This design comes from an exercise in tuning for small area and a short achievable clock period on the open sky130 flow, not from production work. The RTL was checked by simulation tests, not by an equivalence proof against the original design. Power and IR drop assume default switching activity.

**design/flow/config.mk**
```make
export PLATFORM = sky130hd
export DESIGN_NAME = hashed_global_branch_predictor
export DESIGN_NICKNAME = hashed_global_branch_predictor
export VERILOG_FILES = /design/flow/design.v
export SDC_FILE = /design/flow/constraint.sdc
export NUM_CORES = 4
export LEC_CHECK = 0
export CAP_MARGIN = 20
export CORE_MARGIN = 2
export CORE_UTILIZATION = 40
export SETUP_SLACK_MARGIN = 0.3
export SLEW_MARGIN = 20
```
**design/flow/constraint.sdc**
```tcl
create_clock -name core_clock -period 6.0 [get_ports {clk}]
set_input_delay 1.2000 -clock core_clock [delete_from_list [all_inputs] [get_ports {clk}]]
set_output_delay 1.2000 -clock core_clock [all_outputs]
set_load 0.01 [all_outputs]
```
**design/flow/design.v**
```verilog
module hashed_global_branch_predictor #(
    parameter GHR_WIDTH = 8,
    parameter HASH_KEY  = 8'b10111010   
)(
    input  wire              clk,
    input  wire              rst,
    input  wire              predict_request,
    output reg               predicted_taken,
    input  wire              update_enable,
    input  wire              actual_taken
);
    reg [GHR_WIDTH-1:0] ghr;
    reg [1:0] pht [0:(1 << GHR_WIDTH)-1];
    wire [GHR_WIDTH-1:0] index;
    assign index = ghr ^ HASH_KEY;   
    always @(*) begin
        if (predict_request)
            predicted_taken = (pht[index] >= 2);   
        else
            predicted_taken = 1'b0;
    end
    integer i;
    always @(posedge clk or posedge rst) begin
        if (rst) begin
            ghr <= 0;
            for (i = 0; i < (1 << GHR_WIDTH); i = i + 1)
                pht[i] <= 2'b10;   
        end else if (update_enable) begin
            if (actual_taken) begin
                if (pht[index] < 2'b11)
                    pht[index] <= pht[index] + 1;
            end else begin
                if (pht[index] > 2'b00)
                    pht[index] <= pht[index] - 1;
            end
            ghr <= {ghr[GHR_WIDTH-2:0], actual_taken};
        end
    end
endmodule
```
**design/flow/run.sh**
```bash
#!/bin/bash
# synth_recipe.tcl (not shown) runs the flow's synth.tcl, then flattens the netlist and writes it again
# the make line also repeats each setting of config.mk as NAME=value (left out here)
make -C /OpenROAD-flow-scripts/flow DESIGN_CONFIG=/design/flow/config.mk WORK_HOME=/design/flow/orfs CLKGATE_MAP_FILE= SYNTH_SCRIPT=/design/flow/synth_recipe.tcl finish
```
==> results of run 1 <==
## state kept, by name, indices dropped and copies added (netlist names)
| signal | flops |
|---|---|
| ghr | 8 |
| pht | 512 |
## final cells by class
type	instances	area (µm²)	area share
multi-input cells	1593	13600	0.406
flip-flops and latches	520	13400	0.399
repair buffers	319	3210	0.0959
clock inverters	20	332	0.00991
clock buffers	91	1760	0.0526
diodes	3	7.51	0.000224
well taps	931	1160	0.0348
inverters	8	33.8	0.00101
## final timing paths
kind | endpoint | slack [ns] | depth (start not counted)
worst max-delay path | predicted_taken | 0.57 | 12
worst min-delay path | pht[106][0]$_DFFE_PP0P_ | 0.50 | 1
worst max register to register | pht[202][0]$_DFFE_PP0P_ | 0.57 | 17
worst min register to register | pht[106][0]$_DFFE_PP0P_ | 0.50 | 1
max in group asynchronous | ghr[2]$_DFFE_PP0P_ | 3.56 | 3
min in group asynchronous | pht[126][0]$_DFFE_PP0P_ | 0.96 | 2
## logic make-up (layout without fill, tap and decap cells)
family / after synthesis / in the layout / synth area share
multiplexers: 553 / 553 / 0.227
AO/OA/AOI/OAI: 296 / 296 / 0.0789
AND/OR/NAND/NOR: 741 / 741 / 0.164
flip-flops: 520 / 520 / 0.479
buffers and inverters: 289 / 438 / 0.0501
other: 0 / 3 / 0
XOR/XNOR: 3 / 3 / 0.00121
## routing by layer
metal / vias to the layer above / part of all wire / track usage / wire length, µm
li1: 9387 / - / - / -
met2: 1660 / 0.43 / 0.566 / 59400
met1: 12600 / 0.40 / 0.512 / 55400
met4: 6 / 0.070 / 0.225 / 9690
met5: - / 0.00026 / 0 / 36
met3: 428 / 0.098 / 0.0827 / 13500
## through the flow
stage	worst slack (ns)	hold WS [ns]	setup TNS (ns)	area, µm²	instances
3_3_place_gp	-0.153	0.474	-0.153	30900	3342
4_1_cts	0.301	0.497	0	33200	3461
3_5_place_dp	0.439	0.483	0	30900	3345
5_1_grt	0.551	0.505	0	33400	3482
6_report	0.569	0.498	0	33400	3485
2_1_floorplan	-2.06	0.450	-578.71	27900	2402
## synthesized netlist by cell type, types with 33 or more instances
library cell | n | area share
buf_4 | 35 | 0.0094
buf_2 | 84 | 0.015
a22oi_1 | 66 | 0.018
mux2_2 | 493 | 0.20
a21oi_1 | 34 | 0.0061
nor2_1 | 33 | 0.0044
dfrtp_1 | 264 | 0.24
nand4_1 | 144 | 0.032
nand3_1 | 231 | 0.042
dfstp_2 | 256 | 0.24
and4_1 | 55 | 0.017
nand2_1 | 71 | 0.0096
clkbuf_1 | 127 | 0.017
## worst max-delay path, delay by kind of cell (launching register included)
kind	cells	cell delay, ns
AND/OR/NAND/NOR	7	1.85
flip-flops	1	0.55
AO/OA/AOI/OAI	1	0.28
buffers and inverters	3	0.56
multiplexers	1	0.29
## report_power, final
group / switching [mW] / internal [mW]
clock network: 1.55 / 2.32
registers: 0.611 / 4.28
logic: 3.75 / 1.99
## timing repair
| action | 4_1_cts | 5_1_grt |
|---|---|---|
| setup buffers | 5 | 21 |
| hold buffers | 0 | 0 |
| endpoints found under the hold margin | 0 | 0 |
| resized for setup | 20 | 20 |
| endpoints found under the setup margin | 1 | 1 |
| gates cloned | 0 | 0 |
| pin swaps | 2 | 9 |
==> impl_metrics.env, run 1 <==
export IMPL_cp_slowest_cell="or4_4"
export IMPL_start_util=0.405
export IMPL_grt_usage=0.381
export IMPL_area_delta_synth_final_pct=20.1
export IMPL_fin_nets=2506
export IMPL_grt_max_degree=161
export IMPL_worst_slew_pin_slew_ns=1.06
export IMPL_path_clk_slew_ns=0.08
export IMPL_critPathMostFrequentCell="nand4_1"
export IMPL_grt_pass1_vias=23500
export IMPL_drv_cap=0
export IMPL_path_max_fanout=12
export IMPL_die_x_um=268
export IMPL_wl_um=138000
export IMPL_vias=24100
export IMPL_die_h_um=268
export IMPL_layout_common_cells="mux2_2, dfrtp_1, dfstp_2"
export IMPL_critPathLaunch="ghr[1]$_DFFE_PP0P_"
export IMPL_post_route_min_period_ns=5.43
export IMPL_clock_sinks=520
export IMPL_p_per_area_nw_per_um2=434
export IMPL_outcome="finished clean"
export IMPL_rsz0062_at_grt="no"
export IMPL_first_pass_iters=6
export IMPL_critical_path_class="flop to primary output"
export IMPL_clockRootBuffer="clkbuf_16"
export IMPL_ant_nets=0
export IMPL_post_drt_wl_per_cell_um=39.6
export IMPL_syn_nets=2407
export IMPL_synthCells=2402
export IMPL_utilization=0.487
export IMPL_setup_viol=0
export IMPL_critPathMaxStageDelay_ns=0.65
export IMPL_synth_main_ff_cell="dfrtp_1"
export IMPL_ys_ff_latch=520
export IMPL_end_kind="primary output"
export IMPL_grt_pass1_wl_um=191000
export IMPL_reg2reg_from="ghr[5]$_DFFE_PP0P_"
export IMPL_hpwl_um=99200
export IMPL_maxSlewHeadroom=0.292
export IMPL_hp_class="flop to flop"
export IMPL_slew_violations=0
export IMPL_antenna_found_initial=7
export IMPL_synth_area_per_cell_um2=11.6
export IMPL_path_cells="nor2b_1 > buf_6 > a22o_1 > nand3_1 > nand4_1 > or4_4 > nor4_4 > nand4_1 > buf_4 > mux2_2 > and2_1 > dlymetal6s2s_1"
export IMPL_drtIter0Drc=3313
export IMPL_numCtsBuffers=59
export IMPL_gp_congestion=1.05
export IMPL_arrival_ns=4.23
export IMPL_fin_crit_sh=0.905
export IMPL_syn_cell_area_um2=27900
export IMPL_drive_gt1_frac=0.508
export IMPL_ys_types=78
export IMPL_avgViaCountPerCell=6.91
export IMPL_final_common_cell="mux2_2"
export IMPL_cts_tree="built"
export IMPL_required_ns=4.80
export IMPL_worstHoldStart="pht[106][0]$_DFFE_PP0P_"
export IMPL_rows=96
export IMPL_overflow=0
export IMPL_synth_edf_count=0
export IMPL_io_pins=6
export IMPL_clkLatencyLatePin_ns=0.65
export IMPL_htreeDepth=2
export IMPL_async_reset_ff_frac=1.00
export IMPL_finalPower_mw=14.5
export IMPL_die_area_um2=71800
export IMPL_route_detailed_drc=0
export IMPL_portBuffers=5
export IMPL_finalClockSkew_ns=0.0456
export IMPL_startpoint_type="flop"
export IMPL_core_area_um2=68700
export IMPL_ys_seq_area_frac=0.479
export IMPL_ys_warnings_count=2
export IMPL_hold_viol_final=0
export IMPL_max_freq_mhz=184
export IMPL_leakage_nw=14.1
export IMPL_peakVddDrop_mv=0.524
export IMPL_n_fill_cell=6184
export IMPL_clk_path_buf_depth=3
==> inputs of run 2 (changes only) <==
==> design/flow/design.v (replaced) <==
module hashed_global_branch_predictor #(
    parameter GHR_WIDTH = 8,
    parameter HASH_KEY  = 8'b10111010   
)(
    input  wire              clk,
    input  wire              rst,
    input  wire              predict_request,
    output wire              predicted_taken,
    input  wire              update_enable,
    input  wire              actual_taken
);
    localparam N = 1 << GHR_WIDTH;
    reg  [GHR_WIDTH-1:0] ghr;
    reg  [N-1:0]         pn;       
    reg  [N-1:0]         h;        
    reg                  pred_q;   
    wire [GHR_WIDTH-1:0] index = ghr ^ HASH_KEY;
    assign predicted_taken = predict_request & pred_q;
    wire new_h = ~(pred_q ^ actual_taken);
    wire [15:0] row = 16'd1 << index[7:4];
    wire [15:0] col = update_enable ? (16'd1 << index[3:0]) : 16'd0;
    genvar i;
    generate
        for (i = 0; i < N; i = i + 1) begin : g_entry
            wire sel  = row[i >> 4] & col[i & 15];
            wire selp = sel & ~h[i];
            always @(posedge clk or posedge rst) begin
                if (rst) begin
                    pn[i] <= 1'b0;
                    h[i]  <= 1'b0;
                end else begin
                    if (selp) pn[i] <= ~actual_taken;
                    if (sel)  h[i]  <= new_h;
                end
            end
        end
    endgenerate
    wire [GHR_WIDTH-2:0] pair = ghr[GHR_WIDTH-2:0] ^ HASH_KEY[GHR_WIDTH-1:1];
    wire [N/2-1:0] pn_even, pn_odd;
    generate
        for (i = 0; i < N/2; i = i + 1) begin : g_pair
            assign pn_even[i] = pn[2*i];
            assign pn_odd[i]  = pn[2*i+1];
        end
    endgenerate
    wire rd_even = ~pn_even[pair];
    wire rd_odd  = ~pn_odd[pair];
    wire rd_p    = (actual_taken ^ HASH_KEY[0]) ? rd_odd : rd_even;
    wire same = (ghr[GHR_WIDTH-2:0] == ghr[GHR_WIDTH-1:1]) &&
                (actual_taken == ghr[0]);
    wire h_same = ghr[0] ? h[~HASH_KEY] : h[HASH_KEY];
    wire new_p  = h_same ? pred_q : actual_taken;
    always @(posedge clk or posedge rst) begin
        if (rst) begin
            ghr    <= 0;
            pred_q <= 1'b1;
        end else if (update_enable) begin
            ghr    <= {ghr[GHR_WIDTH-2:0], actual_taken};
            pred_q <= same ? new_p : rd_p;
        end
    end
endmodule
==> run 2 against run 1 <==
  * Cell area decreased by 25%
  * Sequential power decreased by 14%
  * Count of clock-buffer cells in the layout increased by 2
  * Sequential cell count increased by 1
  * Critical path depth decreased by 6
  * Cell count decreased by 16%
  * Global-route usage decreased by 18 points
  * Register-to-register slack improved by 2.0 ns
  * Synthesized cell count decreased by 8.1%
  * Setup slack improved by 1.9 ns
  * Highest routed layer is now met4
==> impl_metrics.env, run 2 <==
export IMPL_path_max_fanout=19
export IMPL_synth_common_cells="dfrtp_1, nand2_1, o21ai_0, o31ai_1, clkbuf_1"
export IMPL_rsz0062_at_grt="no"
export IMPL_finalPower_mw=8.58
export IMPL_die_h_um=242
export IMPL_yosysTopAreaCellShare=0.574
export IMPL_hp_class="flop to flop"
export IMPL_grt_max_degree=135
export IMPL_drtIter0Drc=1305
export IMPL_grt_usage=0.197
export IMPL_arrival_ns=3.98
export IMPL_peakVddDrop_mv=0.446
export IMPL_cts_resized=0
export IMPL_wl_um=56900
export IMPL_startpoint_type="primary input"
export IMPL_first_pass_iters=5
export IMPL_post_route_min_period_ns=3.53
export IMPL_overflow=0
export IMPL_outcome="finished clean"
export IMPL_synthCells=2208
export IMPL_path_clk_slew_ns=0.06
export IMPL_area_delta_synth_final_pct=10.3
export IMPL_worst_slew_pin_slew_ns=1.15
export IMPL_hpwl_um=33200
export IMPL_cp_slowest_cell="and2_1"
export IMPL_htreeDepth=2
export IMPL_hold_viol_final=0
export IMPL_ant_nets=0
export IMPL_die_x_um=242
export IMPL_ys_top_cells_by_area="dfrtp_1, o21ai_0, nand2_1"
export IMPL_grt_pass1_wl_um=92700
export IMPL_ys_ff_latch=521
export IMPL_leakage_nw=10.5
export IMPL_cts_tree="built"
export IMPL_grt_pass1_vias=16700
export IMPL_start_util=0.404
export IMPL_p_per_area_nw_per_um2=343
export IMPL_route_detailed_drc=0
export IMPL_pwr_share_seq=0.491
export IMPL_io_pins=6
export IMPL_die_area_um2=58600
export IMPL_layout_common_cells="dfrtp_1, nand2_1, o21ai_0"
export IMPL_final_common_cell="dfrtp_1"
export IMPL_ys_warnings_count=1
export IMPL_syn_cell_area_um2=22700
export IMPL_clock_sinks=521
export IMPL_setup_viol=0
export IMPL_clockRootBuffer="clkbuf_16"
export IMPL_max_freq_mhz=283
export IMPL_finalClockSkew_ns=0.0147
export IMPL_rows=87
export IMPL_fin_nets=2153
export IMPL_required_ns=6.45
export IMPL_numCtsBuffers=54
export IMPL_antenna_found_initial=0
export IMPL_synth_main_ff_cell="dfrtp_1"
export IMPL_diodes=0
export IMPL_async_reset_ff_frac=1.00
export IMPL_maxSlewHeadroom=0.234
export IMPL_pwr_share_clk=0.378
export IMPL_hold_buffers=0
export IMPL_post_drt_wl_per_cell_um=19.4
export IMPL_top_regs="h (256), pn (256), ghr (8)"
export IMPL_clk_path_buf_depth=3
export IMPL_internal_power_mw=6.15
export IMPL_vias=16600
export IMPL_switchingPower_mw=2.43
export IMPL_path_cells="clkdlybuf4s50_1 > and3_1 > and2_1 > nand2_1 > o21ai_0 > o31ai_1"
export IMPL_utilization=0.445
export IMPL_drv_cap=0
export IMPL_avgViaCountPerCell=5.64
export IMPL_ys_seq_area_frac=0.575
export IMPL_synth_area_per_cell_um2=10.3
export IMPL_clkLatencyLatePin_ns=0.61
export IMPL_fin_crit_sh=0.588
export IMPL_portBuffers=5
export IMPL_pwr_share_comb=0.131
export IMPL_drive_gt1_frac=0.0747
export IMPL_synth_most_common_cell="dfrtp_1"
export IMPL_swShare=0.283
export IMPL_slew_violations=0
export IMPL_synth_edf_count=0
export IMPL_syn_nets=2221
export IMPL_critPathMaxStageDelay_ns=0.93
export IMPL_post_cts_setup_buffers=0
export IMPL_end_kind="flop"
export IMPL_core_area_um2=56200
export IMPL_yosysTopAreaCell="dfrtp_1"
export IMPL_ys_types=44
export IMPL_critical_path_class="primary input to flop"
export IMPL_gp_congestion=0.782
export IMPL_n_fill_cell=5256
## run 2: cell types whose count changed in the layout (fill, tap and decap cells not counted), moves of 53 or more
cell	before	now
dfrtp_1	256	517
o21ai_0	18	512
nand3_1	230	10
nand2_1	71	516
buf_12	60	4
mux4_2	0	55
and4_1	55	2
dfstp_2	256	1
buf_4	241	15
mux2_2	493	4
o31ai_1	9	256
nand4_1	144	0
## run 2: final timing paths
path / startpoint / endpoint / slack [ns] / depth (start not counted)
min reg2reg: h[243]$_DFFE_PP0N_ / pn[243]$_DFFE_PP0P_ / 0.46 / 1
max: update_enable / pn[15]$_DFFE_PP0P_ / 2.47 / 6
min: h[243]$_DFFE_PP0N_ / pn[243]$_DFFE_PP0P_ / 0.46 / 1
min in group asynchronous: rst / pn[144]$_DFFE_PP0P_ / 1.04 / 2
max in group asynchronous: rst / ghr[0]$_DFFE_PP0P_ / 3.60 / 3
max reg2reg: ghr[2]$_DFFE_PP0P_ / pred_q$_DFFE_PP1P_ / 2.57 / 8
## run 2: cell families after synthesis
logic type      after synthesis  share of synthesized area
compound gates              814                      0.212
simple gates                610                      0.108
flops                       521                      0.575
buf+inv                     162                     0.0285
mux                          91                     0.0707
fa+ha+maj                     8                    0.00441
xor+xnor                      2                   0.000773
## run 2: per-layer routing
| metal | vias up | track usage | routed length, µm |
|---|---|---|---|
| li1 | 7842 | - | - |
| met1 | 8298 | 0.276 | 26500 |
| met2 | 349 | 0.317 | 26300 |
| met3 | 79 | 0.0309 | 2770 |
| met4 | 0 | 0.0608 | 1290 |
| met5 | - | 0 | 0 |
## run 2: critical path: cells and delay by family
family,cells,cell delay [ns]
buf+inv,1,0.85
compound gates,2,0.37
simple gates,3,1.55
## run 2: stage by stage
step / std cells / cell area, µm² / hold slack [ns] / setup TNS (ns) / worst slack, ns
floorplan: 2208 / 22700 / 0.448 / -1184.54 / -2.28
global placement: 2839 / 23300 / 0.454 / 0 / 1.99
detailed placement: 2839 / 23300 / 0.465 / 0 / 1.89
CTS: 2937 / 25000 / 0.469 / 0 / 2.49
global route: 2938 / 25000 / 0.483 / 0 / 2.21
finish: 2938 / 25000 / 0.462 / 0 / 2.47
## run 2: power by group through the flow
| stage | Sequential, mW | Combinational [mW] | Clock (mW) |
|---|---|---|---|
| floorplan | 4.14 | 0.847 | 0 |
| global placement | 4.25 | 1.10 | 0 |
| detailed placement | 4.27 | 1.13 | 0 |
| CTS | 4.21 | 1.13 | 3.32 |
| global route | 4.27 | 1.26 | 3.46 |
| finish | 4.22 | 1.12 | 3.24 |
## run 2: final cells by class
type                       count  area [µm²]  share of cell area
multi-input combinational   1525        9020               0.360
tap                          756         946              0.0378
inverter                      13        52.6             0.00210
timing repair buffer          25         262              0.0105
clock inverter                 5        25.0             0.00100
sequential                   521       13000               0.521
clock buffer                  93        1670              0.0668
==> inputs of run 3 (changes only) <==
--- a/design/flow/config.mk
+++ b/design/flow/config.mk
@@ -8,5 +8,8 @@
 export CAP_MARGIN = 20
 export CORE_MARGIN = 2
 export CORE_UTILIZATION = 40
-export SETUP_SLACK_MARGIN = 0.3
+export CTS_CLUSTER_DIAMETER = 100
+export CTS_CLUSTER_SIZE = 25
+export SETUP_SLACK_MARGIN = 3.38
 export SLEW_MARGIN = 20
+export TNS_END_PERCENT = 100
==> run 3 against run 2 <==
  * Global-route usage is 0.092 points lower
  * Clock skew increased by 0.0038 ns
  * Die area unchanged
  * Wire length grew 1.7%
==> impl_metrics.env, run 3 <==
export IMPL_yosysTopAreaCellShare=0.574
export IMPL_hp_class="flop to flop"
export IMPL_core_area_um2=56200
export IMPL_stdcell_count=2905
export IMPL_synth_area_per_cell_um2=10.3
export IMPL_synthCells=2208
export IMPL_syn_nets=2221
export IMPL_startpoint_type="primary input"
export IMPL_io_pins=6
export IMPL_yosysTopAreaCell="dfrtp_1"
export IMPL_diodes=0
export IMPL_hold_path_endpoint="pn[101]$_DFFE_PP0P_"
export IMPL_peakVddDrop_mv=0.224
export IMPL_drtIter0Drc=1306
export IMPL_finalClockSkew_ns=0.0186
export IMPL_gp_congestion=0.766
export IMPL_wl_um=57800
export IMPL_numCtsBuffers=24
export IMPL_fin_crit_sh=0.453
export IMPL_r2r_setup_slack_ns=3.31
export IMPL_synth_common_cells="dfrtp_1, nand2_1, o21ai_0, o31ai_1, clkbuf_1"
export IMPL_outcome="finished clean"
export IMPL_overflow=0
export IMPL_placed_area_um2=23400
export IMPL_die_h_um=242
export IMPL_arrival_ns=1.52
export IMPL_ys_top_cells_by_area="dfrtp_1, o21ai_0, nand2_1"
export IMPL_portBuffers=5
export IMPL_route_detailed_drc=0
export IMPL_maxSlewHeadroom=0.433
export IMPL_reg2reg_to="pred_q$_DFFE_PP1P_"
export IMPL_required_ns=4.80
export IMPL_drv_cap=0
export IMPL_start_util=0.404
export IMPL_hold_buffers=0
export IMPL_cts_tree="built"
export IMPL_path_clk_slew_ns=0.10
export IMPL_leakage_nw=10.2
export IMPL_layout_common_cells="nand2_1, dfrtp_1, o21ai_0"
export IMPL_seqCellArea_um2=13100
export IMPL_top_regs="h (256), pn (256), ghr (8)"
export IMPL_die_area_um2=58600
export IMPL_rsz0062_at_grt="yes"
export IMPL_ys_seq_area_frac=0.575
export IMPL_whs_ns=0.472
export IMPL_synth_most_common_cell="dfrtp_1"
export IMPL_hpwl_um=33300
export IMPL_grt_pass1_vias=16200
export IMPL_htreeDepth=1
export IMPL_clk_path_buf_depth=3
export IMPL_ys_types=44
export IMPL_reg2reg_from="ghr[0]$_DFFE_PP0P_"
export IMPL_synth_edf_count=0
export IMPL_syn_cell_area_um2=22700
export IMPL_ys_ff_latch=521
export IMPL_ant_nets=0
export IMPL_synth_main_ff_cell="dfrtp_1"
export IMPL_antenna_found_initial=1
export IMPL_hold_depth=1
export IMPL_clock_sinks=521
export IMPL_vias=16600
export IMPL_first_pass_iters=5
export IMPL_avgViaCountPerCell=5.71
export IMPL_n_fill_cell=5306
export IMPL_end_kind="primary output"
export IMPL_grt_usage=0.196
export IMPL_slew_violations=0
export IMPL_die_x_um=242
export IMPL_ys_warnings_count=1
export IMPL_grt_pass1_wl_um=92200
export IMPL_stdcell_area_um2=24500
export IMPL_hold_viol_final=0
export IMPL_clkLatencyLatePin_ns=0.58
export IMPL_placedCellCount=2845
export IMPL_drive_gt1_frac=0.0838
export IMPL_grt_max_degree=131
export IMPL_area_delta_synth_final_pct=8.04
export IMPL_p_per_area_nw_per_um2=301
export IMPL_async_reset_ff_frac=1.00
export IMPL_max_freq_mhz=368
export IMPL_rr_worst_depth=7
export IMPL_post_drt_wl_per_cell_um=19.9
export IMPL_rows=87
export IMPL_multi_input_area_um2=9100
export IMPL_critical_path_class="primary input to primary output"
export IMPL_final_common_cell="nand2_1"
export IMPL_fin_nets=2152
export IMPL_post_route_min_period_ns=2.72
export IMPL_path_max_fanout=1
export IMPL_worstHoldStart="h[101]$_DFFE_PP0N_"
export IMPL_setup_viol=0
export IMPL_worst_slew_pin_slew_ns=0.850
export IMPL_clockRootBuffer="clkbuf_16"
## run 3: cell count changes in the layout (fill, tap and decap cells not counted), moves of 4 or more
| cell | previous run | this run |
|---|---|---|
| buf_6 | 0 | 4 |
| clkbuf_8 | 12 | 1 |
| and2_4 | 0 | 16 |
| clkbuf_1 | 25 | 10 |
| and2_1 | 26 | 4 |
| clkbuf_16 | 57 | 26 |
| clkinv_2 | 5 | 0 |
| buf_12 | 4 | 9 |
| buf_4 | 15 | 30 |
| and2_2 | 3 | 10 |
## run 3: timing repair
action	4_1_cts	5_1_grt
setup endpoints to repair	512	387
gates resized for setup	50	26
gates cloned	1	2
pin swaps	2	3
buffers inserted	8	13
## run 3: area by class of cell
class,count,share of cell area
Tap cell,756,0.0386
Multi-Input combinational cell,1526,0.371
Clock buffer,35,0.0271
Timing Repair Buffer,53,0.0267
Clock inverter,1,0.00123
Inverter,13,0.00230
Sequential cell,521,0.533
## run 3: logic make-up after synthesis
group,count (synthesis),synth area share
XOR/XNOR,2,0.000773
buffers and inverters,162,0.0285
AO/OA/AOI/OAI,814,0.212
multiplexers,91,0.0707
adder cells (fa/ha/maj),8,0.00441
flip-flops,521,0.575
AND/OR/NAND/NOR,610,0.108
## run 3: how the worst max path moves through the flow
| stage | from | endpoint | slack, ns | depth (start not counted) |
|---|---|---|---|---|
| 3_5_place_dp | update_enable | pn[56]$_DFFE_PP0P_ | 1.92 | 6 |
| 2_1_floorplan | rst | ghr[0]$_DFFE_PP0P_ | -2.28 | 1 |
| 5_1_grt | ghr[0]$_DFFE_PP0P_ | pred_q$_DFFE_PP1P_ | 3.21 | 7 |
| 3_3_place_gp | update_enable | pn[106]$_DFFE_PP0P_ | 1.99 | 7 |
| 4_1_cts | actual_taken | h[151]$_DFFE_PP0N_ | 3.24 | 4 |
| 6_report | predict_request | predicted_taken | 3.28 | 3 |
## run 3: power by group
| part | internal [mW] | switching, mW |
|---|---|---|
| Combinational | 0.436 | 0.810 |
| Clock | 0.816 | 1.12 |
| Sequential | 3.90 | 0.282 |
| Total | 5.15 | 2.21 |
## run 3: worst max-delay path: stages
cell,delay [ns]
buf_6,0.09
and2_4,0.12
buf_6,0.11
## run 3: metal layers
metal / vias up / global-route usage / wire, µm
met2: 324 / 0.322 / 27100
met4: 0 / 0.0396 / 1010
met3: 65 / 0.0254 / 2590
met1: 8391 / 0.281 / 27100
li1: 7801 / - / -
met5: - / 0 / 0
## run 3: metrics by stage
step                      setup WS [ns]  utilization  TNS (ns)  total power [mW]
final                              3.28        0.436         0              7.36
after global routing               3.21        0.436         0              7.74
after CTS                          3.24        0.433         0              7.37
after detailed placement           1.92        0.416         0              5.42
after global placement             1.99        0.416         0              5.36
after floorplan                   -2.28            -  -1184.54              4.99
==> inputs of run 4 (changes only) <==
--- a/design/flow/design.v
+++ b/design/flow/design.v
@@ -17,21 +17,19 @@
     wire [GHR_WIDTH-1:0] index = ghr ^ HASH_KEY;
     assign predicted_taken = predict_request & pred_q;
     wire new_h = ~(pred_q ^ actual_taken);
-    wire [15:0] row = 16'd1 << index[7:4];
-    wire [15:0] col = update_enable ? (16'd1 << index[3:0]) : 16'd0;
+    wire [15:0] row = rst ? 16'hffff : (16'd1 << index[7:4]);
+    wire [15:0] col = rst ? 16'hffff :
+                      update_enable ? (16'd1 << index[3:0]) : 16'd0;
+    wire wr_pn = ~actual_taken & ~rst;
+    wire wr_h  = new_h & ~rst;
     genvar i;
     generate
         for (i = 0; i < N; i = i + 1) begin : g_entry
             wire sel  = row[i >> 4] & col[i & 15];
-            wire selp = sel & ~h[i];
-            always @(posedge clk or posedge rst) begin
-                if (rst) begin
-                    pn[i] <= 1'b0;
-                    h[i]  <= 1'b0;
-                end else begin
-                    if (selp) pn[i] <= ~actual_taken;
-                    if (sel)  h[i]  <= new_h;
-                end
+            wire selp = sel & (~h[i] | rst);
+            always @(posedge clk) begin
+                if (selp) pn[i] <= wr_pn;
+                if (sel)  h[i]  <= wr_h;
             end
         end
     endgenerate
--- a/design/flow/config.mk
+++ b/design/flow/config.mk
@@ -8,8 +8,5 @@
 export CAP_MARGIN = 20
 export CORE_MARGIN = 2
 export CORE_UTILIZATION = 40
-export CTS_CLUSTER_DIAMETER = 100
-export CTS_CLUSTER_SIZE = 25
-export SETUP_SLACK_MARGIN = 3.38
+export SETUP_SLACK_MARGIN = 3.3
 export SLEW_MARGIN = 20
-export TNS_END_PERCENT = 100
==> run 4 against run 3 <==
  * Combinational power down about 10%
  * Worst hold slack better by 0.079 ns
  * Wire length down 12%
  * Cell area up 0.84%
  * Sequential power up 11%
  * Utilization up 2.4 points
  * Fmax about the same
  * Count of clock-buffer cells in the layout up 43
  * Die area down 4.2%
  * Largest cell class unchanged
  * Synthesized cell count down 35%
==> impl_metrics.env, run 4 <==
export IMPL_numCtsBuffers=52
export IMPL_drv_cap=0
export IMPL_first_pass_iters=5
export IMPL_ys_types=52
export IMPL_grt_pass1_wl_um=77700
export IMPL_outcome="finished clean"
export IMPL_critical_path_class="primary input to primary output"
export IMPL_layout_common_cells="edfxtp_1, nor2_1, a211oi_1"
export IMPL_ys_top_cells_by_area="edfxtp_1, a211oi_1, mux4_2"
export IMPL_rsz0062_at_grt="yes"
export IMPL_route_detailed_drc=0
export IMPL_path_max_fanout=1
export IMPL_avgViaCountPerCell=5.83
export IMPL_start_util=0.404
export IMPL_core_area_um2=53700
export IMPL_yosysTopAreaCellShare=0.708
export IMPL_synth_main_ff_cell="edfxtp_1"
export IMPL_peakVddDrop_mv=0.184
export IMPL_area_delta_synth_final_pct=13.8
export IMPL_hold_viol_final=0
export IMPL_maxSlewHeadroom=0.415
export IMPL_tns_ns=0
export IMPL_clk_path_buf_depth=3
export IMPL_hpwl_um=26200
export IMPL_rows=85
export IMPL_ys_warnings_count=1
export IMPL_final_common_cell="edfxtp_1"
export IMPL_utilization=0.460
export IMPL_clock_sinks=521
export IMPL_fin_nets=1415
export IMPL_gp_congestion=0.800
export IMPL_wl_um=51100
export IMPL_worstHoldStart="h[79]$_DFFE_PP_"
export IMPL_startpoint_type="primary input"
export IMPL_finalClockSkew_ns=0.0152
export IMPL_synth_most_common_cell="edfxtp_1"
export IMPL_yosysTopAreaCell="edfxtp_1"
export IMPL_ys_ff_latch=521
export IMPL_drive_gt1_frac=0.177
export IMPL_overflow=0
export IMPL_path_clk_slew_ns=0.06
export IMPL_arrival_ns=1.52
export IMPL_cts_tree="built"
export IMPL_setup_viol=0
export IMPL_p_per_area_nw_per_um2=359
export IMPL_portBuffers=5
export IMPL_grt_pass1_vias=12300
export IMPL_grt_usage=0.183
export IMPL_ys_seq_area_frac=0.719
export IMPL_required_ns=4.80
export IMPL_post_drt_wl_per_cell_um=23.9
export IMPL_syn_cell_area_um2=21700
export IMPL_top_regs="h (256), pn (256), ghr (8)"
export IMPL_fin_crit_sh=0.453
export IMPL_die_x_um=237
export IMPL_critPathLaunch="predict_request"
export IMPL_synthCells=1433
export IMPL_clockRootBuffer="clkbuf_16"
export IMPL_worst_slew_pin_slew_ns=0.877
export IMPL_synth_edf_count=512
export IMPL_end_kind="primary output"
export IMPL_grt_max_degree=174
export IMPL_vias=12500
export IMPL_clkLatencyLatePin_ns=0.59
export IMPL_reg2reg_from="ghr[0]$_DFFE_PP0P_"
export IMPL_die_h_um=237
export IMPL_htreeDepth=2
export IMPL_finalPower_mw=8.88
export IMPL_post_route_min_period_ns=2.72
export IMPL_ant_nets=0
export IMPL_synth_common_cells="edfxtp_1, nor2_1, a211oi_1, clkbuf_1, mux4_2"
export IMPL_syn_nets=1446
export IMPL_drtIter0Drc=1300
export IMPL_antenna_found_initial=0
export IMPL_hp_class="flop to flop"
export IMPL_async_reset_ff_frac=0.0173
export IMPL_slew_violations=0
export IMPL_io_pins=6
export IMPL_max_freq_mhz=368
export IMPL_leakage_nw=7.88
export IMPL_synth_area_per_cell_um2=15.1
export IMPL_diodes=0
export IMPL_die_area_um2=56200
[run 4: cell count changes in the layout (fill, tap and decap cells not counted), moves of 28 or more]
cell / delta
clkbuf_16: +28
mux2i_1: -29
o31ai_1: -253
a211oi_1: +251
dfrtp_1: -510
nor2_1: +249
nand2_1: -501
edfxtp_1: +512
o21ai_0: -498
[run 4: final cells by class]
type / count / area, µm²
clock buffer: 78 / 1480
clock inverter: 17 / 158
fill: 4618 / 29000
inverter: 10 / 53.8
multi-input combinational: 748 / 5780
sequential: 521 / 15600
tap: 696 / 871
timing repair buffer: 69 / 751
[run 4: kinds of logic (layout without fill, tap and decap cells)]
| family | after synthesis | in the layout | synth area share |
|---|---|---|---|
| DFF | 521 | 521 | 0.719 |
| AOI/OAI and AO/OA | 346 | 346 | 0.116 |
| and+or+nand+nor | 320 | 323 | 0.0587 |
| buffers and inverters | 167 | 174 | 0.0326 |
| muxes | 69 | 69 | 0.0683 |
| adders and majority gates | 8 | 8 | 0.00461 |
| xor gates and xnor gates | 2 | 2 | 0.000807 |
[run 4: timing repair]
item	4_1_cts	5_1_grt
setup buffers	13	2
hold endpoints to repair	0	0
gates cloned	4	1
pin swaps	5	2
hold buffers	0	0
endpoints found under the setup margin	916	211
gates resized for setup	43	9
[run 4: report_power, final]
| group | switching [mW] | internal [mW] |
|---|---|---|
| Sequential | 0.124 | 4.49 |
| Combinational | 0.759 | 0.356 |
| Clock | 1.32 | 1.83 |
[run 4: final timing paths]
path | to | slack [ns] | cells after the start
worst max-delay path | predicted_taken | 3.28 | 3
worst min-delay path | pn[79]$_DFFE_PP_ | 0.55 | 1
worst max register to register | pred_q$_DFFE_PP1P_ | 3.29 | 6
worst min register to register | pn[79]$_DFFE_PP_ | 0.55 | 1
max in group asynchronous | ghr[3]$_DFFE_PP0P_ | 4.57 | 2
min in group asynchronous | ghr[6]$_DFFE_PP0P_ | 0.90 | 2
[run 4: worst max-delay path: stages]
cell and delay [ns]:
buf_6 0.09, and2_4 0.12, buf_6 0.11
[run 4: per-layer routing]
layer	vias to the layer above	part of all wire	wire, µm	GRT usage
li1	5595	-	-	-
met1	6469	0.44	22400	0.254
met2	350	0.48	24700	0.297
met3	67	0.060	3080	0.0357
met4	0	0.019	961	0.0485
met5	-	0	0	0
[run 4: per-stage QoR]
stage                     instances  instance area, µm²  hold slack, ns  setup WS [ns]
final                          2139               24700           0.551           3.28
after global routing           2139               24700           0.564           3.22
after CTS                      2136               24600           0.550           3.19
after detailed placement       2024               22700           0.543           1.94
after global placement         2024               22700           0.539           2.00
after floorplan                1433               21800           0.529           1.85
==> inputs of run 5 (changes only) <==
--- a/design/flow/design.v
+++ b/design/flow/design.v
@@ -29,7 +29,10 @@
             wire selp = sel & (~h[i] | rst);
             always @(posedge clk) begin
                 if (selp) pn[i] <= wr_pn;
-                if (sel)  h[i]  <= wr_h;
+            end
+            always @(posedge clk) begin
+                if (rst)      h[i] <= 1'b0;
+                else if (sel) h[i] <= wr_h;
             end
         end
     endgenerate
--- a/design/flow/config.mk
+++ b/design/flow/config.mk
@@ -8,5 +8,8 @@
 export CAP_MARGIN = 20
 export CORE_MARGIN = 2
 export CORE_UTILIZATION = 40
+export CTS_CLUSTER_DIAMETER = 100
+export CTS_CLUSTER_SIZE = 25
 export SETUP_SLACK_MARGIN = 3.3
 export SLEW_MARGIN = 20
+export TNS_END_PERCENT = 100
==> run 5 against run 4 <==
  * Clock power decreased by 38%
  * Global-route usage grew 0.43 points
  * Non-clock buffer count decreased by 39
  * Clock skew about the same
  * Die area decreased by 3.7%
  * Wire length fell by 1.1%
  * Register-to-register slack improved by 0.04 ns
  * Still clean
  * Synthesized cell count is 35% higher
==> impl_metrics.env, run 5 <==
export IMPL_critPathMaxStageDelay_ns=0.12
export IMPL_syn_nets=1948
export IMPL_fin_crit_sh=0.454
export IMPL_slew_violations=0
export IMPL_arrival_ns=1.52
export IMPL_drv_cap=0
export IMPL_post_route_min_period_ns=2.72
export IMPL_first_pass_iters=5
export IMPL_rsz0062_at_grt="yes"
export IMPL_synth_most_common_cell="nand2_1"
export IMPL_path_clk_slew_ns=0.10
export IMPL_end_kind="primary output"
export IMPL_ys_top_cells_by_area="edfxtp_1, dfxtp_1, nand2_1"
export IMPL_critPathMostFrequentCell="buf_6"
export IMPL_fin_nets=1886
export IMPL_synth_edf_count=256
export IMPL_hpwl_um=27700
export IMPL_ys_seq_area_frac=0.624
export IMPL_hold_buffers=0
export IMPL_start_util=0.405
export IMPL_grt_max_degree=168
export IMPL_avgViaCountPerCell=5.56
export IMPL_antenna_found_initial=0
export IMPL_ys_ff_latch=521
export IMPL_overflow=0
export IMPL_synthCells=1935
export IMPL_worst_slew_pin_slew_ns=0.878
export IMPL_htreeDepth=1
export IMPL_pwr_share_comb=0.179
export IMPL_grt_pass1_wl_um=78900
export IMPL_utilization=0.437
export IMPL_clkLatencyLatePin_ns=0.58
export IMPL_setup_viol=0
export IMPL_gp_congestion=0.815
export IMPL_finalPower_mw=8.14
export IMPL_die_x_um=232
export IMPL_required_ns=4.80
export IMPL_grt_usage=0.187
export IMPL_path_max_fanout=1
export IMPL_drive_gt1_frac=0.0878
export IMPL_placedCellCount=2514
export IMPL_die_h_um=232
export IMPL_async_reset_ff_frac=0.0173
export IMPL_syn_cell_area_um2=20900
export IMPL_n_fill_cell=4795
export IMPL_synth_main_ff_cell="edfxtp_1"
export IMPL_stdcell_count=2571
export IMPL_synth_area_per_cell_um2=10.8
export IMPL_hp_class="flop to flop"
export IMPL_path_cells="buf_6 > and2_4 > buf_6"
export IMPL_critical_path_class="primary input to primary output"
export IMPL_synth_common_cells="nand2_1, a21oi_1, dfxtp_1, edfxtp_1, o21ai_0"
export IMPL_yosysTopAreaCellShare=0.368
export IMPL_die_area_um2=54000
export IMPL_cp_slowest_cell="and2_4"
export IMPL_pwr_share_clk=0.240
export IMPL_cts_tree="built"
export IMPL_portBuffers=5
export IMPL_max_freq_mhz=367
export IMPL_grt_pass1_vias=13900
export IMPL_swShare=0.289
export IMPL_io_pins=6
export IMPL_wl_um=50600
export IMPL_switchingPower_mw=2.35
export IMPL_drtIter0Drc=1224
export IMPL_vias=14300
export IMPL_ys_warnings_count=1
export IMPL_finalClockSkew_ns=0.0154
export IMPL_rows=83
export IMPL_ys_types=57
export IMPL_ant_nets=0
export IMPL_internal_power_mw=5.79
export IMPL_p_per_area_nw_per_um2=361
export IMPL_top_regs="h (256), pn (256), ghr (8)"
export IMPL_hold_viol_final=0
export IMPL_final_common_cell="nand2_1"
export IMPL_layout_common_cells="nand2_1, a21oi_1, dfxtp_1, edfxtp_1, o21ai_0"
export IMPL_clk_path_buf_depth=3
export IMPL_route_detailed_drc=0
export IMPL_outcome="finished clean"
export IMPL_diodes=0
export IMPL_maxSlewHeadroom=0.414
export IMPL_area_delta_synth_final_pct=7.85
export IMPL_yosysTopAreaCell="edfxtp_1"
export IMPL_leakage_nw=8.36
export IMPL_peakVddDrop_mv=0.207
export IMPL_pwr_share_seq=0.581
export IMPL_clockRootBuffer="clkbuf_16"
export IMPL_core_area_um2=51500
export IMPL_numCtsBuffers=24
export IMPL_clock_sinks=521
export IMPL_startpoint_type="primary input"
export IMPL_post_drt_wl_per_cell_um=19.7
export IMPL_tns_ns=0
==> run 5: power by group through the flow <==
stage | clock [mW] | combinational (mW) | sequential [mW]
after global placement | 0 | 1.33 | 4.78
after floorplan | 0 | 1.04 | 4.71
after global routing | 2.10 | 1.64 | 4.80
after CTS | 1.98 | 1.46 | 4.72
after detailed placement | 0 | 1.39 | 4.82
final | 1.95 | 1.46 | 4.73
==> run 5: cells by family (layout without fill, tap and decap cells) <==
family / after synthesis / after routing / share of synthesized area
mux: 108 / 108 / 0.0878
xor+xnor: 2 / 2 / 0.000839
compound gates: 553 / 553 / 0.140
fa+ha+maj: 8 / 8 / 0.00479
flops: 521 / 521 / 0.624
buf+inv: 159 / 115 / 0.0321
simple gates: 584 / 584 / 0.110
==> run 5: what timing repair did <==
item                                   4_1_cts  5_1_grt
cloned                                       2        0
pin swaps                                    1        0
resized for setup                           68        8
setup endpoints to repair                  683      110
buffers inserted                             8        3
endpoints found under the hold margin        0        0
==> run 5: per-layer routing <==
layer,GRT usage,vias up,wire [µm]
li1,-,6777,-
met1,0.255,7048,22800
met2,0.316,387,24000
met3,0.0223,76,2660
met4,0.0518,0,1160
met5,0,-,0
==> run 5: layout make-up <==
type / count / area (µm²) / share of cell area
Sequential cell: 521 / 13100 / 0.579
Timing Repair Buffer: 30 / 377 / 0.0167
Timing Repair inverter: 1 / 8.76 / 0.000389
Inverter: 40 / 181 / 0.00806
Multi-Input combinational cell: 1255 / 7330 / 0.325
Clock inverter: 1 / 30.0 / 0.00133
Clock buffer: 43 / 693 / 0.0308
Tap cell: 680 / 851 / 0.0378
==> run 5: metrics by stage <==
stage	hold slack, ns	setup WS [ns]	instance area (µm²)
CTS	0.460	3.27	22500
global route	0.477	3.23	22500
finish	0.457	3.28	22500
floorplan	0.425	1.98	20900
global placement	0.434	1.48	21400
detailed placement	0.442	1.41	21400
==> run 5: worst max-delay path, delay by kind of cell <==
| kind | cells | cell delay, ns |
|---|---|---|
| buffers and inverters | 2 | 0.20 |
| AND/OR/NAND/NOR | 1 | 0.12 |
==> run 5: final timing paths <==
check	start	to	slack, ns	cells past startpoint
max	predict_request	predicted_taken	3.28	3
min	h[239]$_SDFFE_PP0P_	h[239]$_SDFFE_PP0P_	0.46	2
max reg2reg	ghr[0]$_DFFE_PP0P_	pred_q$_DFFE_PP1P_	3.33	7
min reg2reg	h[239]$_SDFFE_PP0P_	h[239]$_SDFFE_PP0P_	0.46	2
max in group asynchronous	rst	ghr[0]$_DFFE_PP0P_	4.07	3
min in group asynchronous	rst	ghr[6]$_DFFE_PP0P_	1.03	2
==> inputs of run 6 (changes only) <==
--- a/design/flow/config.mk
+++ b/design/flow/config.mk
@@ -10,6 +10,6 @@
 export CORE_UTILIZATION = 40
 export CTS_CLUSTER_DIAMETER = 100
 export CTS_CLUSTER_SIZE = 25
-export SETUP_SLACK_MARGIN = 3.3
+export SETUP_SLACK_MARGIN = 3.38
 export SLEW_MARGIN = 20
 export TNS_END_PERCENT = 100
==> run 6 against run 5 <==
  * Critical path type unchanged
  * Critical endpoint unchanged
  * Power grew 0.60%
  * Largest power group unchanged
  * Largest cell class unchanged
  * Synthesized cell count is the same
  * Die area is the same
  * Highest routed layer unchanged
==> impl_metrics.env, run 6 <==
export IMPL_drv_cap=0
export IMPL_worst_slack_ns=3.28
export IMPL_ys_top_cells_by_area="edfxtp_1, dfxtp_1, nand2_1"
export IMPL_hpwl_um=27300
export IMPL_multi_input_area_um2=7430
export IMPL_top_regs="h (256), pn (256), ghr (8)"
export IMPL_place_ws_ns=1.47
export IMPL_clkLatencyLatePin_ns=0.58
export IMPL_async_reset_ff_frac=0.0173
export IMPL_yosysTopAreaCellShare=0.368
export IMPL_start_util=0.405
export IMPL_syn_nets=1948
export IMPL_syn_cell_area_um2=20900
export IMPL_drtIter0Drc=1435
export IMPL_hold_viol_final=0
export IMPL_die_x_um=232
export IMPL_finalPower_mw=8.19
export IMPL_ys_types=57
export IMPL_critPathMostFrequentCell="buf_6"
export IMPL_hp_class="flop to flop"
export IMPL_vias=14200
export IMPL_first_pass_iters=5
export IMPL_clockRootBuffer="clkbuf_16"
export IMPL_grt_max_degree=163
export IMPL_core_area_um2=51500
export IMPL_finalClockSkew_ns=0.0193
export IMPL_htreeDepth=1
export IMPL_max_freq_mhz=368
export IMPL_p_per_area_nw_per_um2=356
export IMPL_critPathMaxStageDelay_ns=0.12
export IMPL_rsz0062_at_grt="yes"
export IMPL_tns_ns=0
export IMPL_rows=83
export IMPL_placedCellCount=2513
export IMPL_antenna_found_initial=0
export IMPL_stdcell_area_um2=23000
export IMPL_avgViaCountPerCell=5.46
export IMPL_critical_path_class="primary input to primary output"
export IMPL_portBuffers=5
export IMPL_drive_gt1_frac=0.105
export IMPL_path_clk_slew_ns=0.09
export IMPL_diodes=0
export IMPL_die_h_um=232
export IMPL_post_route_min_period_ns=2.72
export IMPL_arrival_ns=1.52
export IMPL_path_cells="buf_6 > and2_4 > buf_6"
export IMPL_grt_pass1_wl_um=77700
export IMPL_utilization=0.447
export IMPL_synth_edf_count=256
export IMPL_clk_path_buf_depth=3
export IMPL_slew_violations=0
export IMPL_area_delta_synth_final_pct=10.2
export IMPL_synthCells=1935
export IMPL_clock_sinks=521
export IMPL_placed_area_um2=21400
export IMPL_outcome="finished clean"
export IMPL_worst_slew_pin_slew_ns=0.942
export IMPL_leakage_nw=8.57
export IMPL_post_drt_wl_per_cell_um=19.5
export IMPL_cp_slowest_cell="and2_4"
export IMPL_stdcell_count=2595
export IMPL_startpoint_type="primary input"
export IMPL_die_area_um2=54000
export IMPL_route_detailed_drc=0
export IMPL_synth_main_ff_cell="edfxtp_1"
export IMPL_synth_area_per_cell_um2=10.8
export IMPL_yosysTopAreaCell="edfxtp_1"
export IMPL_peakVddDrop_mv=0.203
export IMPL_ys_ff_latch=521
export IMPL_n_fill_cell=4714
export IMPL_path_max_fanout=1
export IMPL_layout_common_cells="nand2_1, a21oi_1, dfxtp_1, edfxtp_1, o21ai_0"
export IMPL_fin_crit_sh=0.453
export IMPL_end_kind="primary output"
export IMPL_synth_most_common_cell="nand2_1"
export IMPL_grt_usage=0.186
export IMPL_grt_pass1_vias=13400
export IMPL_cts_tree="built"
export IMPL_ant_nets=0
export IMPL_setup_viol=0
export IMPL_ys_warnings_count=1
export IMPL_overflow=0
export IMPL_io_pins=6
export IMPL_synth_common_cells="nand2_1, a21oi_1, dfxtp_1, edfxtp_1, o21ai_0"
export IMPL_maxSlewHeadroom=0.372
export IMPL_hold_buffers=0
export IMPL_final_common_cell="nand2_1"
export IMPL_wl_um=50600
export IMPL_gp_congestion=0.843
export IMPL_numCtsBuffers=24
export IMPL_required_ns=4.80
export IMPL_seqCellArea_um2=13100
export IMPL_whs_ns=0.458
export IMPL_ys_seq_area_frac=0.624
export IMPL_fin_nets=1910
## run 6: critical path, delay by kind of cell
kind	cells	cell delay [ns]
buf+inv	2	0.20
simple gates	1	0.12
## run 6: what timing repair did
item,4_1_cts,5_1_grt
endpoints found under the setup margin,772,81
resized for setup,84,17
buffers inserted,16,17
gates cloned,2,3
pin swaps,3,8
## run 6: worst paths after layout
path	from	endpoint	slack (ns)	depth (start not counted)
max in group asynchronous	rst	ghr[5]$_DFFE_PP0P_	4.23	3
hold / removal	h[127]$_SDFFE_PP0P_	h[127]$_SDFFE_PP0P_	0.46	2
hold reg to reg	h[127]$_SDFFE_PP0P_	h[127]$_SDFFE_PP0P_	0.46	2
setup / recovery	predict_request	predicted_taken	3.28	3
min in group asynchronous	rst	ghr[3]$_DFFE_PP0P_	0.87	2
setup reg to reg	ghr[0]$_DFFE_PP0P_	pred_q$_DFFE_PP1P_	3.40	8
## run 6: metal layers
layer	vias up	share of wire	global-route usage
met2	385	0.48	0.308
met3	75	0.053	0.0202
met1	6904	0.45	0.262
met4	0	0.020	0.0406
li1	6814	-	-
met5	-	0	0
## run 6: power by group
part / internal, mW / switching, mW / total [mW] / leakage, nW
Clock: 0.836 / 1.09 / 1.93 / 0.343
Combinational: 0.583 / 0.945 / 1.53 / 3.53
Sequential: 4.42 / 0.307 / 4.73 / 4.69
## run 6: cells by family after synthesis
family | count (synthesis) | synth area share
buffers and inverters | 159 | 0.0321
multiplexers | 108 | 0.0878
flip-flops | 521 | 0.624
AND/OR/NAND/NOR | 584 | 0.110
adder cells (fa/ha/maj) | 8 | 0.00479
AO/OA/AOI/OAI | 553 | 0.140
XOR/XNOR | 2 | 0.000839
## run 6: final cells by class
cell class | count | area share
inverters | 40 | 0.00783
flip-flops and latches | 521 | 0.567
repair inverters | 1 | 0.000381
multi-input cells | 1257 | 0.323
clock buffers | 43 | 0.0301
repair buffers | 52 | 0.0331
well taps | 680 | 0.0370
clock inverters | 1 | 0.00131
==> inputs of run 7 (changes only) <==
--- a/design/flow/config.mk
+++ b/design/flow/config.mk
@@ -10,6 +10,6 @@
 export CORE_UTILIZATION = 40
 export CTS_CLUSTER_DIAMETER = 100
 export CTS_CLUSTER_SIZE = 25
-export SETUP_SLACK_MARGIN = 3.38
+export SETUP_SLACK_MARGIN = 3.22
 export SLEW_MARGIN = 20
 export TNS_END_PERCENT = 100
==> run 7 against run 6 <==
  * Utilization down 0.78 points
  * Non-clock buffer count down 15
  * Global-route usage up 0.42 points
  * Clock power about the same
  * Fmax down 0.97%
  * Highest routed layer unchanged
  * Sequential power about the same
  * Register-to-register slack worse by 0.11 ns
==> impl_metrics.env, run 7 <==
export IMPL_worst_slew_pin_slew_ns=0.852
export IMPL_p_per_area_nw_per_um2=360
export IMPL_hold_viol_final=0
export IMPL_synthCells=1935
export IMPL_synth_compound_area_frac=0.140
export IMPL_final_common_cell="nand2_1"
export IMPL_rr_worst_depth=7
export IMPL_slew_violations=0
export IMPL_placed_area_um2=21500
export IMPL_startpoint_type="primary input"
export IMPL_overflow=0
export IMPL_outcome="finished clean"
export IMPL_post_drt_wl_per_cell_um=19.9
export IMPL_path_cells="dlygate4sd2_1 > nand2_1 > nor2_1 > a21o_4 > nand2_1 > a21oi_1"
export IMPL_ys_seq_area_frac=0.624
export IMPL_clockRootBuffer="clkbuf_16"
export IMPL_hpwl_um=28300
export IMPL_rows=83
export IMPL_required_ns=6.28
export IMPL_numCtsBuffers=24
export IMPL_cp_slowest_cell="dlygate4sd2_1"
export IMPL_drv_cap=0
export IMPL_diodes=0
export IMPL_ys_types=57
export IMPL_yosysTopAreaCell="edfxtp_1"
export IMPL_syn_nets=1948
export IMPL_gp_congestion=0.794
export IMPL_grt_util_met1=0.268
export IMPL_synth_main_ff_cell="edfxtp_1"
export IMPL_clock_sinks=521
export IMPL_cts_tree="built"
export IMPL_path_clk_slew_ns=0.10
export IMPL_crit_path_end="pn[2]$_DFFE_PP_"
export IMPL_rsz0062_at_grt="yes"
export IMPL_die_area_um2=54000
export IMPL_drive_gt1_frac=0.0896
export IMPL_critPathMaxStageDelay_ns=0.52
export IMPL_whs_ns=0.459
export IMPL_reg2reg_from="ghr[0]$_DFFE_PP0P_"
export IMPL_grt_pass1_wl_um=79700
export IMPL_worst_slack_ns=3.25
export IMPL_stdcell_area_um2=22600
export IMPL_grt_max_degree=97
export IMPL_n_fill_cell=4772
export IMPL_synth_most_common_cell="nand2_1"
export IMPL_vias=14200
export IMPL_ys_top_cells_by_area="edfxtp_1, dfxtp_1, nand2_1"
export IMPL_yosysTopAreaCellShare=0.368
export IMPL_worstHoldStart="h[159]$_SDFFE_PP0P_"
export IMPL_tns_ns=0
export IMPL_synth_simple_gate_area_frac=0.110
export IMPL_top_regs="h (256), pn (256), ghr (8)"
export IMPL_start_util=0.405
export IMPL_fin_crit_sh=0.458
export IMPL_die_x_um=232
export IMPL_setup_viol=0
export IMPL_route_detailed_drc=0
export IMPL_cp_num_cells=6
export IMPL_peakVddDrop_mv=0.223
export IMPL_synth_edf_count=256
export IMPL_synth_top_family_by_area="compound AO/OA/AOI/OAI gates"
export IMPL_async_reset_ff_frac=0.0173
export IMPL_clk_path_buf_depth=3
export IMPL_synth_area_per_cell_um2=10.8
export IMPL_place_ws_ns=1.60
export IMPL_first_pass_iters=5
export IMPL_ys_ff_latch=521
export IMPL_core_area_um2=51500
export IMPL_synth_common_cells="nand2_1, a21oi_1, dfxtp_1, edfxtp_1, o21ai_0"
export IMPL_layout_common_cells="nand2_1, a21oi_1, dfxtp_1, edfxtp_1, o21ai_0"
export IMPL_maxSlewHeadroom=0.417
export IMPL_critPathMostFrequentCell="nand2_1"
export IMPL_syn_cell_area_um2=20900
export IMPL_avgViaCountPerCell=5.50
export IMPL_synth_xor_area_share=0.000839
export IMPL_io_pins=6
export IMPL_ys_warnings_count=1
export IMPL_r2r_setup_slack_ns=3.29
export IMPL_critical_path_class="primary input to flop"
export IMPL_grt_usage=0.190
export IMPL_use_met3=0.0203
export IMPL_ant_nets=0
export IMPL_die_h_um=232
export IMPL_hp_class="flop to flop"
export IMPL_post_route_min_period_ns=2.75
export IMPL_crit_family="simple AND/OR/NAND/NOR gates"
export IMPL_max_freq_mhz=364
export IMPL_yosys_area_share_adder=0.00479
export IMPL_clkLatencyLatePin_ns=0.58
export IMPL_synthMuxAreaShare=0.0878
export IMPL_hold_buffers=0
export IMPL_finalClockSkew_ns=0.0165
export IMPL_reg2reg_to="pred_q$_DFFE_PP1P_"
export IMPL_arrival_ns=3.02
export IMPL_met2_usage=0.313
export IMPL_wl_um=51200
export IMPL_grt_busiest_layer="met2"
export IMPL_fin_nets=1893
export IMPL_path_max_fanout=16
export IMPL_drtIter0Drc=1345
export IMPL_critPathLaunch="update_enable"
export IMPL_htreeDepth=1
export IMPL_leakage_nw=8.40
export IMPL_grt_pass1_vias=13600
export IMPL_placedCellCount=2518
export IMPL_portBuffers=5
export IMPL_antenna_found_initial=0
export IMPL_stdcell_count=2578
export IMPL_end_kind="flop"
export IMPL_critPathBufInv=1
export IMPL_area_delta_synth_final_pct=8.26
## run 7: cell counts after synthesis
Identical to the previous run, type by type.
## run 7: logic make-up after synthesis
kind of cell,Yosys count
AO/OA/AOI/OAI,553
buffers and inverters,159
XOR/XNOR,2
multiplexers,108
AND/OR/NAND/NOR,584
flip-flops,521
adder cells (fa/ha/maj),8
## run 7: routing by layer
layer / part of all wire / up-vias
met4: 0.025 / 0
met1: 0.46 / 6982
met2: 0.47 / 354
li1: - / 6776
met5: 0 / -
met3: 0.046 / 79
## run 7: area by class of cell
cell class                      count  area [µm²]  share of cell area
Timing Repair inverter              1        8.76            0.000387
Timing Repair Buffer               37         480              0.0213
Clock inverter                      1        30.0             0.00133
Multi-Input combinational cell   1255        7330               0.324
Inverter                           40         166             0.00736
Sequential cell                   521       13100               0.577
Tap cell                          680         851              0.0376
Clock buffer                       43         693              0.0307
## run 7: tightest hold or removal path: cells and delay by family, from the launching register on
| kind | cells | cell delay [ns] |
|---|---|---|
| flip-flops | 1 | 0.32 |
| buffers and inverters | 1 | 0.05 |
| multiplexers | 1 | 0.05 |
## run 7: metrics by stage
stage                      util  total power [mW]
after floorplan               -              5.75
after global placement    0.417              6.13
after detailed placement  0.417              6.23
after CTS                 0.437              8.17
after global routing      0.439              8.54
final                     0.439              8.13
## run 7: worst min-delay path by stage
stage / end / slack (ns) / depth (start not counted)
final: h[159]$_SDFFE_PP0P_ / 0.46 / 2
after global routing: h[27]$_SDFFE_PP0P_ / 0.48 / 2
after global placement: h[91]$_SDFFE_PP0P_ / 0.43 / 2
after CTS: h[27]$_SDFFE_PP0P_ / 0.46 / 2
after detailed placement: h[21]$_SDFFE_PP0P_ / 0.44 / 2
after floorplan: h[38]$_SDFFE_PP0P_ / 0.43 / 2
## run 7: power breakdown
part           internal, mW  switching (mW)
registers              4.42           0.315
clock network         0.836            1.09
logic                 0.532           0.935
## run 7: repair_timing
action	CTS	global route
setup endpoints to repair	757	254
setup buffers	11	3
gates cloned	1	1
pin swaps	2	3
resized for setup	61	12
==> inputs of run 8 (changes only) <==
--- a/design/flow/config.mk
+++ b/design/flow/config.mk
@@ -7,9 +7,10 @@
 export LEC_CHECK = 0
 export CAP_MARGIN = 20
 export CORE_MARGIN = 2
-export CORE_UTILIZATION = 40
+export CORE_UTILIZATION = 50
 export CTS_CLUSTER_DIAMETER = 100
 export CTS_CLUSTER_SIZE = 25
-export SETUP_SLACK_MARGIN = 3.22
+export PLACE_DENSITY = 0.65
+export SETUP_SLACK_MARGIN = 3.3
 export SLEW_MARGIN = 20
 export TNS_END_PERCENT = 100
==> run 8 against run 7 <==
  * Critical endpoint is now predicted_taken
  * Register-to-register slack improved by 0.07 ns
  * Critical path type is now primary input to primary output
  * Power up 0.10%
  * Via count is 0.42% higher
  * Clock skew increased by 0.0093 ns
==> impl_metrics.env, run 8 <==
export IMPL_switchingPower_mw=2.34
export IMPL_yosysTopAreaCell="edfxtp_1"
export IMPL_antenna_found_initial=0
export IMPL_ant_nets=0
export IMPL_arrival_ns=1.52
export IMPL_worst_slew_pin_slew_ns=0.796
export IMPL_stdcell_count=2428
export IMPL_area_delta_synth_final_pct=7.79
export IMPL_synth_edf_count=256
export IMPL_required_ns=4.80
export IMPL_synth_xor_area_share=0.000839
export IMPL_hold_viol_final=0
export IMPL_gp_congestion=0.847
export IMPL_hold_buffers=0
export IMPL_pwr_share_comb=0.181
export IMPL_ys_ff_latch=521
export IMPL_synth_top_family_by_area="compound AO/OA/AOI/OAI gates"
export IMPL_die_x_um=208
export IMPL_syn_cell_area_um2=20900
export IMPL_core_area_um2=41000
export IMPL_pwr_share_clk=0.236
export IMPL_p_per_area_nw_per_um2=361
export IMPL_htreeDepth=1
export IMPL_top_regs="h (256), pn (256), ghr (8)"
export IMPL_crit_family="buffers and inverters"
export IMPL_post_route_min_period_ns=2.72
export IMPL_synth_most_common_cell="nand2_1"
export IMPL_rows=74
export IMPL_die_h_um=208
export IMPL_tns_ns=0
export IMPL_n_fill_cell=3402
export IMPL_clkLatencyLatePin_ns=0.58
export IMPL_fin_nets=1892
export IMPL_stdcell_area_um2=22500
export IMPL_drtIter0Drc=1593
export IMPL_synthCells=1935
export IMPL_cp_slowest_cell="and2_4"
export IMPL_grt_max_degree=102
export IMPL_critPathBufInv=2
export IMPL_yosys_area_share_adder=0.00479
export IMPL_finalPower_mw=8.14
export IMPL_setup_viol=0
export IMPL_pwr_share_seq=0.583
export IMPL_drive_gt1_frac=0.0923
export IMPL_end_kind="primary output"
export IMPL_grt_usage=0.229
export IMPL_path_max_fanout=1
export IMPL_synth_common_cells="nand2_1, a21oi_1, dfxtp_1, edfxtp_1, o21ai_0"
export IMPL_syn_nets=1948
export IMPL_io_pins=6
export IMPL_rsz0062_at_grt="yes"
export IMPL_vias=14300
export IMPL_ys_seq_area_frac=0.624
export IMPL_placedCellCount=2366
export IMPL_ys_types=57
export IMPL_cts_tree="built"
export IMPL_first_pass_iters=6
export IMPL_start_util=0.509
export IMPL_wl_met1_um=21400
export IMPL_diodes=0
export IMPL_leakage_nw=8.42
export IMPL_critical_path_class="primary input to primary output"
export IMPL_final_common_cell="nand2_1"
export IMPL_clock_sinks=521
export IMPL_ys_top_cells_by_area="edfxtp_1, dfxtp_1, nand2_1"
export IMPL_post_drt_wl_per_cell_um=20.7
export IMPL_path_cells="buf_6 > and2_4 > buf_6"
export IMPL_ys_warnings_count=1
export IMPL_synth_simple_gate_area_frac=0.110
export IMPL_clockRootBuffer="clkbuf_16"
export IMPL_synthMuxAreaShare=0.0878
export IMPL_wl_met3_um=3240
export IMPL_startpoint_type="primary input"
export IMPL_hpwl_um=27600
export IMPL_path_clk_slew_ns=0.10
export IMPL_critPathMaxStageDelay_ns=0.12
export IMPL_synth_compound_area_frac=0.140
export IMPL_layout_common_cells="nand2_1, a21oi_1, dfxtp_1, edfxtp_1, o21ai_0"
export IMPL_grt_pass1_wl_um=77500
export IMPL_slew_violations=0
export IMPL_async_reset_ff_frac=0.0173
export IMPL_drv_cap=0
export IMPL_die_area_um2=43400
export IMPL_utilization=0.549
export IMPL_wl_um=50300
export IMPL_numCtsBuffers=24
export IMPL_fin_crit_sh=0.453
export IMPL_swShare=0.287
export IMPL_synth_area_per_cell_um2=10.8
export IMPL_peakVddDrop_mv=0.184
export IMPL_top_layer_used="met4"
export IMPL_routed_wl_met2_um=24100
export IMPL_portBuffers=5
export IMPL_yosysTopAreaCellShare=0.368
export IMPL_synth_main_ff_cell="edfxtp_1"
export IMPL_maxSlewHeadroom=0.469
export IMPL_internal_power_mw=5.80
export IMPL_avgViaCountPerCell=5.87
export IMPL_critPathMostFrequentCell="buf_6"
export IMPL_placed_area_um2=21300
export IMPL_overflow=0
export IMPL_grt_pass1_vias=13700
export IMPL_max_freq_mhz=368
export IMPL_outcome="finished clean"
export IMPL_clk_path_buf_depth=3
export IMPL_hp_class="flop to flop"
export IMPL_finalClockSkew_ns=0.0258
export IMPL_route_detailed_drc=0
==> run 8: logic make-up after synthesis <==
family / after synthesis
XOR/XNOR: 2
AND/OR/NAND/NOR: 584
multiplexers: 108
AO/OA/AOI/OAI: 553
buffers and inverters: 159
adder cells (fa/ha/maj): 8
flip-flops: 521
==> run 8: worst reg2reg max path, stage by stage (launching register included) <==
cell and delay, ns:
dfrtp_4 0.49, buf_4 0.24, buf_4 0.15, mux4_2 0.54, mux2i_2 0.28, a221oi_1 0.13
o31a_1 0.14, or4_1 0.50, o2111ai_1 0.11
==> run 8: area by class of cell <==
cell class	count	area, µm²	share of cell area
Tap cell	532	666	0.0296
Clock inverter	1	30.0	0.00133
Timing Repair inverter	1	8.76	0.000389
Inverter	40	181	0.00806
Sequential cell	521	13100	0.580
Multi-Input combinational cell	1255	7350	0.327
Clock buffer	42	689	0.0306
Timing Repair Buffer	36	532	0.0236
==> run 8: through the flow <==
stage                     hold slack, ns  setup slack (ns)
after detailed placement           0.442              1.58
after floorplan                    0.425              1.98
after CTS                          0.460              3.26
after global routing               0.479              3.27
final                              0.457              3.28
after global placement             0.433              1.62
==> run 8: power by group through the flow <==
stage                     combinational (mW)  sequential, mW  clock (mW)
after floorplan                         1.04            4.71           0
after global placement                  1.30            4.81           0
after detailed placement                1.36            4.84           0
after CTS                               1.44            4.74        1.96
after global routing                    1.64            4.81        2.06
final                                   1.47            4.74        1.92
==> run 8: worst paths after layout <==
kind	from	to	slack (ns)	cells after the start
setup reg to reg	ghr[0]$_DFFE_PP0P_	pred_q$_DFFE_PP1P_	3.36	8
hold reg to reg	h[111]$_SDFFE_PP0P_	h[111]$_SDFFE_PP0P_	0.46	2
hold / removal	h[111]$_SDFFE_PP0P_	h[111]$_SDFFE_PP0P_	0.46	2
min in group asynchronous	rst	ghr[5]$_DFFE_PP0P_	0.92	2
setup / recovery	predict_request	predicted_taken	3.28	3
max in group asynchronous	rst	ghr[2]$_DFFE_PP0P_	4.13	3
==> run 8: layer usage <==
metal / global-route usage / vias to the layer above
met5: 0 / -
met4: 0.0762 / 0
met3: 0.0300 / 100
met2: 0.381 / 467
met1: 0.313 / 6902
li1: - / 6782
==> run 8: timing repair <==
item,4_1_cts,5_1_grt
setup endpoints to repair,584,387
setup buffers,10,7
cloned,1,1
gates resized for setup,66,18
hold endpoints to repair,0,0
pin swaps,1,4

==> static timing again, ports no longer ideal <==
Ports are ideal in the flow. The routed layouts listed here were re-timed in OpenROAD. Step 1 (the two cells are an assumption about what drives the block):
set clk [get_ports {clk}]
set_driving_cell -lib_cell sky130_fd_sc_hd__clkbuf_16 $clk
set_driving_cell -lib_cell sky130_fd_sc_hd__buf_2 [delete_from_list [all_inputs] $clk]
Step 2 moves the port delays by t, midway between the first and last clock arrival at a register: inputs arrive t later, outputs are due t later. That takes back most of the time a late clock gives input paths. Three values: ideal, step 1, step 2; two values: the first two.
run	t, ns	setup WS [ns]	hold slack, ns	cell pins on the clock port's net
run 1	0.698	0.569 / 0.502 / 0.573	0.498 / 0.498 / 0.498	1
run 2	0.659	2.471 / 2.443 / 1.785	0.462 / 0.462 / 0.462	1
run 3	0.631	3.281 / 3.245 / 2.788	0.472 / 0.472 / 0.472	1
run 4	0.639	3.281 / 3.248 / 2.712	0.551 / 0.551 / 0.551	1
run 5	0.633	3.275 / 3.242 / 2.764	0.457 / 0.457 / 0.457	1
run 6	0.631	3.280 / 3.248 / 2.772	0.458 / 0.458 / 0.458	1
run 7	0.623	3.254 / 3.236 / 2.666	0.459 / 0.459 / 0.459	1
run 8	0.624	3.281 / 3.250 / 2.734	0.457 / 0.457 / 0.457	1
After both steps every run listed still meets setup and hold. For run 2, which loses most, drivers alone change the setup slack by -0.028 ns; drivers and shift together by -0.686 ns.
